This design comes from an exercise in tuning for small area on the open sky130 flow, not from production work. No activity file was given, so power comes from the tool's default toggle rates.

== fjord ==
==> module uart_rx, before the edit <==
module uart_rx (
    input            sys_clk,
    input            sys_rst_n,
    input            rx,
    output reg [7:0] po_data,
    output reg       rx_flag
);
    localparam IDLE = 4'd15;
    localparam [12:0] MASK = 13'b1010101010101;
    localparam [12:0] Q_2083 = 13'd1989, Q_4165 = 13'd6425;
    reg        rx_reg1, rx_reg2, rx_reg3;
    reg        start_nedge;
    reg [12:0] baud_reg;
    reg [3:0]  bit_cnt;
    reg [7:0]  rx_data;
    wire [12:0] q        = baud_reg ^ MASK;
    wire        work_en  = (bit_cnt != IDLE);
    wire        bit_flag = work_en && (q == Q_2083);
    wire        load     = !work_en || (q == Q_4165);
    wire [12:0] q_next   = load ? 13'd0 : {q[11:0], ~(q[12] ^ q[11])};
    always @(posedge sys_clk)
        baud_reg <= q_next ^ MASK;
    always @(posedge sys_clk or negedge sys_rst_n)
        if (!sys_rst_n) begin
            rx_reg1     <= 1'b1;
            rx_reg2     <= 1'b1;
            rx_reg3     <= 1'b1;
            start_nedge <= 1'b0;
            bit_cnt     <= IDLE;
            rx_flag     <= 1'b0;
        end else begin
            rx_reg1     <= rx;
            rx_reg2     <= rx_reg1;
            rx_reg3     <= rx_reg2;
            start_nedge <= ~rx_reg2 & rx_reg3;
            if (bit_flag && bit_cnt == 4'd8)
                bit_cnt <= start_nedge ? 4'd0 : IDLE;
            else if (bit_flag)
                bit_cnt <= bit_cnt + 4'd1;
            else if (start_nedge && !work_en)
                bit_cnt <= 4'd0;
            rx_flag <= bit_flag && bit_cnt == 4'd8;
        end
    always @(posedge sys_clk)
        if (bit_flag && bit_cnt != 4'd0)
            rx_data <= {rx_reg3, rx_data[7:1]};
    always @(posedge sys_clk)
        if (rx_flag)
            po_data <= rx_data;
endmodule
==> module uart_tx, before the edit <==
module uart_tx (
    input        sys_clk,
    input        sys_rst_n,
    input  [7:0] pi_data,
    input        rx_flag,
    output reg   tx
);
    localparam IDLE = 4'd15, CHAIN = 4'd10;
    localparam [12:0] MASK = 13'b1010101010101;
    localparam [12:0] Q_M1 = 13'h1000, Q_4165 = 13'd6425;
    reg [12:0] baud_reg;
    reg [3:0]  bit_cnt;
    wire [12:0] q        = baud_reg ^ MASK;
    wire        work_en  = (bit_cnt != IDLE);
    wire        q_lo     = (q[12:2] == 11'd0);
    wire        q_1      = q_lo & ~q[1] & q[0];           
    wire        bit_flag = work_en & q_lo & q[1] & q[0];  
    wire        stop     = bit_flag && bit_cnt == 4'd9;
    wire        start    = rx_flag && (!work_en || stop);
    wire        load     = !work_en || (q == Q_4165);
    wire [12:0] q_next   = start ? Q_M1 :
                           load  ? 13'd0 : {q[11:0], ~(q[12] ^ q[11])};
    always @(posedge sys_clk)
        baud_reg <= q_next ^ MASK;
    always @(posedge sys_clk or negedge sys_rst_n)
        if (!sys_rst_n) begin
            bit_cnt <= IDLE;
            tx      <= 1'b1;
        end else begin
            if (start)
                bit_cnt <= 4'd0;
            else if (rx_flag && bit_cnt == 4'd9 && q_1)
                bit_cnt <= CHAIN;
            else if (stop)
                bit_cnt <= IDLE;
            else if (bit_flag && bit_cnt == CHAIN)
                bit_cnt <= 4'd0;
            else if (bit_flag)
                bit_cnt <= bit_cnt + 4'd1;
            if (bit_flag)
                case (bit_cnt)
                    4'd0:            tx <= 1'b0;
                    4'd9, CHAIN:     tx <= 1'b1;
                    default:         tx <= pi_data[bit_cnt[2:0] - 3'd1];
                endcase
        end
endmodule
==> module rs232, before the edit <==
module rs232 (
    input  sys_clk,
    input  sys_rst_n,
    input  rx,
    output tx
);
    wire [7:0] po_data;
    wire       rx_flag;
    uart_rx uart_rx_inst (
        .sys_clk   (sys_clk),
        .sys_rst_n (sys_rst_n),
        .rx        (rx),
        .po_data   (po_data),
        .rx_flag   (rx_flag)
    );
    uart_tx uart_tx_inst (
        .sys_clk   (sys_clk),
        .sys_rst_n (sys_rst_n),
        .pi_data   (po_data),
        .rx_flag   (rx_flag),
        .tx        (tx)
    );
endmodule
==> flow/config.mk <==
export PLATFORM = sky130hd
export DESIGN_NAME = UNIT_FINAL
export DESIGN_NICKNAME = UNIT_FINAL
export VERILOG_FILES = /design/flow/design.v
export SDC_FILE = /design/flow/constraint.sdc
export NUM_CORES = 4
export LEC_CHECK = 0
export CAP_MARGIN = 20
export CORE_MARGIN = 2
export CORE_UTILIZATION = 40
export SLEW_MARGIN = 20
==> flow/constraint.sdc <==
create_clock -name core_clock -period 25.0 [get_ports {clk}]
set_input_delay 5.0000 -clock core_clock [delete_from_list [all_inputs] [get_ports {clk}]]
set_output_delay 5.0000 -clock core_clock [all_outputs]
set_load 0.01 [all_outputs]
standard.sh (not shown) runs the stock make flow with config.mk's settings and CLKGATE_MAP_FILE= SYNTH_SCRIPT=/design/flow/synth_recipe.tcl, a recipe that flattens the netlist after the stock synthesis.
==> flow/flow/run.sh <==
#!/bin/bash
# Layout flow: the standard synthesis; then ABC maps the combinational
# logic again for area (several scripts, the smallest result is kept), with
# every register cell kept as the synthesis made it; then the standard
# layout, with single-drive port buffers and a clock tree built without dummy
# loads. Each tool writes its full output to a log file in this folder.
set -euo pipefail
W=$(pwd)
RES=$W/orfs/results/$FLOW_PLATFORM/UNIT_FINAL/base
LIB=$FLOW_HOME/platforms/$FLOW_PLATFORM/lib/sky130_fd_sc_hd__tt_025C_1v80.lib
YOSYS=$FLOW_HOME/../tools/install/yosys/bin/yosys
[[ -x $YOSYS ]] || YOSYS=yosys

# 1. standard synthesis
bash standard.sh "$RES/1_2_yosys.v" > synth.log 2>&1
cp "$RES/1_2_yosys.v" "$W/synth_standard.v"

# 2. area re-mapping of the logic between the registers
SCRIPTS=(
  "+&get,-n;&st;&dc2;&dch,-f;&nf,-R,1000;&put;strash;&get,-n;&dch,-f;&nf,-R,1000;&put;topo;dnsize"
  "+&get,-n;&st;&dch,-f;&nf,-R,1000;&put;topo;dnsize"
  "+&get,-n;&st;&dc2;&dch,-f;&nf,-R,1000;&put;strash;&get,-n;&dc2;&dch,-f;&nf,-R,1000;&put;strash;&get,-n;&dch,-f;&nf,-R,1000;&put;topo;dnsize"
  "+strash;ifraig;dc2;dch,-f;amap;topo;dnsize;strash;dch,-f;amap;topo;dnsize"
)
best=""; best_area=""
for i in "${!SCRIPTS[@]}"; do
  cat > "$W/remap$i.ys" <<EOS
read_liberty -ignore_miss_func $LIB
read_verilog $W/synth_standard.v
hierarchy -top $FLOW_TOP
setattr -mod -set keep_hierarchy 1 sky130_fd_sc_hd__df* sky130_fd_sc_hd__edf* sky130_fd_sc_hd__sdf* sky130_fd_sc_hd__sedf* sky130_fd_sc_hd__dl* sky130_fd_sc_hd__conb*
flatten
opt_clean -purge
abc -liberty $LIB -dont_use sky130_fd_sc_hd__probe_p_8 -dont_use sky130_fd_sc_hd__probec_p_8 -dont_use sky130_fd_sc_hd__lpflow_bleeder_1 -dont_use sky130_fd_sc_hd__lpflow_clkbufkapwr_1 -dont_use sky130_fd_sc_hd__lpflow_clkbufkapwr_16 -dont_use sky130_fd_sc_hd__lpflow_clkbufkapwr_2 -dont_use sky130_fd_sc_hd__lpflow_clkbufkapwr_4 -dont_use sky130_fd_sc_hd__lpflow_clkbufkapwr_8 -dont_use sky130_fd_sc_hd__lpflow_clkinvkapwr_1 -dont_use sky130_fd_sc_hd__lpflow_clkinvkapwr_16 -dont_use sky130_fd_sc_hd__lpflow_clkinvkapwr_2 -dont_use sky130_fd_sc_hd__lpflow_clkinvkapwr_4 -dont_use sky130_fd_sc_hd__lpflow_clkinvkapwr_8 -dont_use sky130_fd_sc_hd__lpflow_decapkapwr_12 -dont_use sky130_fd_sc_hd__lpflow_decapkapwr_3 -dont_use sky130_fd_sc_hd__lpflow_decapkapwr_4 -dont_use sky130_fd_sc_hd__lpflow_decapkapwr_6 -dont_use sky130_fd_sc_hd__lpflow_decapkapwr_8 -dont_use sky130_fd_sc_hd__lpflow_inputiso0n_1 -dont_use sky130_fd_sc_hd__lpflow_inputiso0p_1 -dont_use sky130_fd_sc_hd__lpflow_inputiso1n_1 -dont_use sky130_fd_sc_hd__lpflow_inputiso1p_1 -dont_use sky130_fd_sc_hd__lpflow_inputisolatch_1 -dont_use sky130_fd_sc_hd__lpflow_isobufsrc_1 -dont_use sky130_fd_sc_hd__lpflow_isobufsrc_16 -dont_use sky130_fd_sc_hd__lpflow_isobufsrc_2 -dont_use sky130_fd_sc_hd__lpflow_isobufsrc_4 -dont_use sky130_fd_sc_hd__lpflow_isobufsrc_8 -dont_use sky130_fd_sc_hd__lpflow_isobufsrckapwr_16 -dont_use sky130_fd_sc_hd__lpflow_lsbuf_lh_hl_isowell_tap_1 -dont_use sky130_fd_sc_hd__lpflow_lsbuf_lh_hl_isowell_tap_2 -dont_use sky130_fd_sc_hd__lpflow_lsbuf_lh_hl_isowell_tap_4 -dont_use sky130_fd_sc_hd__lpflow_lsbuf_lh_isowell_4 -dont_use sky130_fd_sc_hd__lpflow_lsbuf_lh_isowell_tap_1 -dont_use sky130_fd_sc_hd__lpflow_lsbuf_lh_isowell_tap_2 -dont_use sky130_fd_sc_hd__lpflow_lsbuf_lh_isowell_tap_4 -dont_use sky130_fd_sc_hd__fill_1 -dont_use sky130_fd_sc_hd__fill_2 -dont_use sky130_fd_sc_hd__fill_4 -dont_use sky130_fd_sc_hd__fill_8  -script ${SCRIPTS[$i]}
opt_clean -purge
tee -o $W/remap$i.stat stat -liberty $LIB
select $FLOW_TOP
write_verilog -selected -noattr -nohex -nodec $W/synth_remap$i.v
EOS
  if $YOSYS -s "$W/remap$i.ys" > "remap$i.log" 2>&1; then
    a=$(grep -m1 "Chip area for module '.$FLOW_TOP'" "$W/remap$i.stat" | awk '{print $NF}')
    echo "script $i: area $a" >> remap_choice.log
    if [[ -n "$a" ]] && { [[ -z "$best_area" ]] || awk -v a="$a" -v b="$best_area" 'BEGIN{exit !(a < b)}'; }; then
      best=$i; best_area=$a
    fi
  fi
done
echo "chosen: script $best, area $best_area" >> remap_choice.log
cp "$W/synth_remap$best.v" "$RES/1_2_yosys.v"
touch "$RES/1_2_yosys.v"

# 3. standard layout
export BUFFER_PORTS_ARGS="-buffer_cell sky130_fd_sc_hd__buf_1"
export CTS_ARGS="-sink_clustering_enable -repair_clock_nets -dont_use_dummy_load -buf_list sky130_fd_sc_hd__clkbuf_8"
bash standard.sh > layout.log 2>&1
What juniper does differently from fjord at the input level:
--- a/flow/design.v
+++ b/flow/design.v
@@ -149,21 +149,22 @@
 endmodule
 module uart_rx (
     input            sys_clk,
     input            sys_rst_n,
     input            rx,
-    output reg [7:0] po_data,
+    output reg [7:0] rx_data,
+    output reg       drop,
+    output     [3:0] shifted,
     output reg       rx_flag
 );
     localparam IDLE = 4'd15;
     localparam [12:0] MASK = 13'b1010101010101;
     localparam [12:0] Q_2083 = 13'd1989, Q_4165 = 13'd6425;
     reg        rx_reg1, rx_reg2, rx_reg3;
     reg        start_nedge;
     reg [12:0] baud_reg;
     reg [3:0]  bit_cnt;
-    reg [7:0]  rx_data;
     wire [12:0] q        = baud_reg ^ MASK;
     wire        work_en  = (bit_cnt != IDLE);
     wire        bit_flag = work_en && (q == Q_2083);
     wire        load     = !work_en || (q == Q_4165);
     wire [12:0] q_next   = load ? 13'd0 : {q[11:0], ~(q[12] ^ q[11])};
@@ -190,27 +191,30 @@
                 bit_cnt <= 4'd0;
             rx_flag <= bit_flag && bit_cnt == 4'd8;
         end
     always @(posedge sys_clk)
         if (bit_flag && bit_cnt != 4'd0)
-            rx_data <= {rx_reg3, rx_data[7:1]};
-    always @(posedge sys_clk)
-        if (rx_flag)
-            po_data <= rx_data;
+            {rx_data, drop} <= {rx_reg3, rx_data};
+    assign shifted = rx_flag ? 4'd8 :
+                     (bit_cnt >= 4'd2 && bit_cnt <= 4'd8) ? bit_cnt - 4'd1 : 4'd0;
 endmodule
 module uart_tx (
     input        sys_clk,
     input        sys_rst_n,
-    input  [7:0] pi_data,
+    input  [7:0] rx_data,
+    input        drop,
+    input  [3:0] shifted,
     input        rx_flag,
     output reg   tx
 );
     localparam IDLE = 4'd15, CHAIN = 4'd10;
     localparam [12:0] MASK = 13'b1010101010101;
     localparam [12:0] Q_M1 = 13'h1000, Q_4165 = 13'd6425;
     reg [12:0] baud_reg;
     reg [3:0]  bit_cnt;
+    wire [8:0]  bits     = {rx_data, drop};
+    wire [3:0]  sel      = bit_cnt - shifted;
     wire [12:0] q        = baud_reg ^ MASK;
     wire        work_en  = (bit_cnt != IDLE);
     wire        q_lo     = (q[12:2] == 11'd0);
     wire        q_1      = q_lo & ~q[1] & q[0];           
     wire        bit_flag = work_en & q_lo & q[1] & q[0];  
@@ -238,33 +242,39 @@
                 bit_cnt <= bit_cnt + 4'd1;
             if (bit_flag)
                 case (bit_cnt)
                     4'd0:            tx <= 1'b0;
                     4'd9, CHAIN:     tx <= 1'b1;
-                    default:         tx <= pi_data[bit_cnt[2:0] - 3'd1];
+                    default:         tx <= bits[sel];
                 endcase
         end
 endmodule
 module rs232 (
     input  sys_clk,
     input  sys_rst_n,
     input  rx,
     output tx
 );
-    wire [7:0] po_data;
+    wire [7:0] rx_data;
+    wire       drop;
+    wire [3:0] shifted;
     wire       rx_flag;
     uart_rx uart_rx_inst (
         .sys_clk   (sys_clk),
         .sys_rst_n (sys_rst_n),
         .rx        (rx),
-        .po_data   (po_data),
+        .rx_data   (rx_data),
+        .drop      (drop),
+        .shifted   (shifted),
         .rx_flag   (rx_flag)
     );
     uart_tx uart_tx_inst (
         .sys_clk   (sys_clk),
         .sys_rst_n (sys_rst_n),
-        .pi_data   (po_data),
+        .rx_data   (rx_data),
+        .drop      (drop),
+        .shifted   (shifted),
         .rx_flag   (rx_flag),
         .tx        (tx)
     );
 endmodule
 module UNIT_FINAL(
### Flow results
Wire: juniper routes more than fjord. Delta (juniper minus fjord): count of filler cells inserted in the layout rose by 0.72%, power in sequential cells fell about 7%, number of instances in the synthesized netlist went up by 7.1%, number of setup violations in the final report saw little to no change. Layout buffering overhead excluding clock cells essentially unchanged between juniper and fjord.
No run of this note included a check of the RTL's function; only the layout flow was run.

[separate check: timing with driven ports]
In the flow no input, the clock included, has a driving cell. The finished layouts below were timed again as built, in two steps.
Step 1, drivers: a clkbuf_16 drives clk and a buf_2 each remaining input, both assumed.
Step 2 times the ports against the registers' clock, not the clock port: input delays grow and output delays shrink by t, the midpoint of the rising clock arrivals with the driver on.
a / b / c = no drivers / after step 1 / after step 2; a / b = the first two.
run | t (ns) | setup WS [ns] | worst hold slack (ns) | latest minus earliest clock arrival (ns)
fjord | 0.381 | 17.804 / 17.770 / 18.150 | 0.340 / 0.340 / 0.340 | 0.023 / 0.023
juniper | 0.378 | 18.190 / 18.158 / 18.536 | 0.364 / 0.364 / 0.364 | 0.046 / 0.046
After both steps every run listed still meets setup and hold.
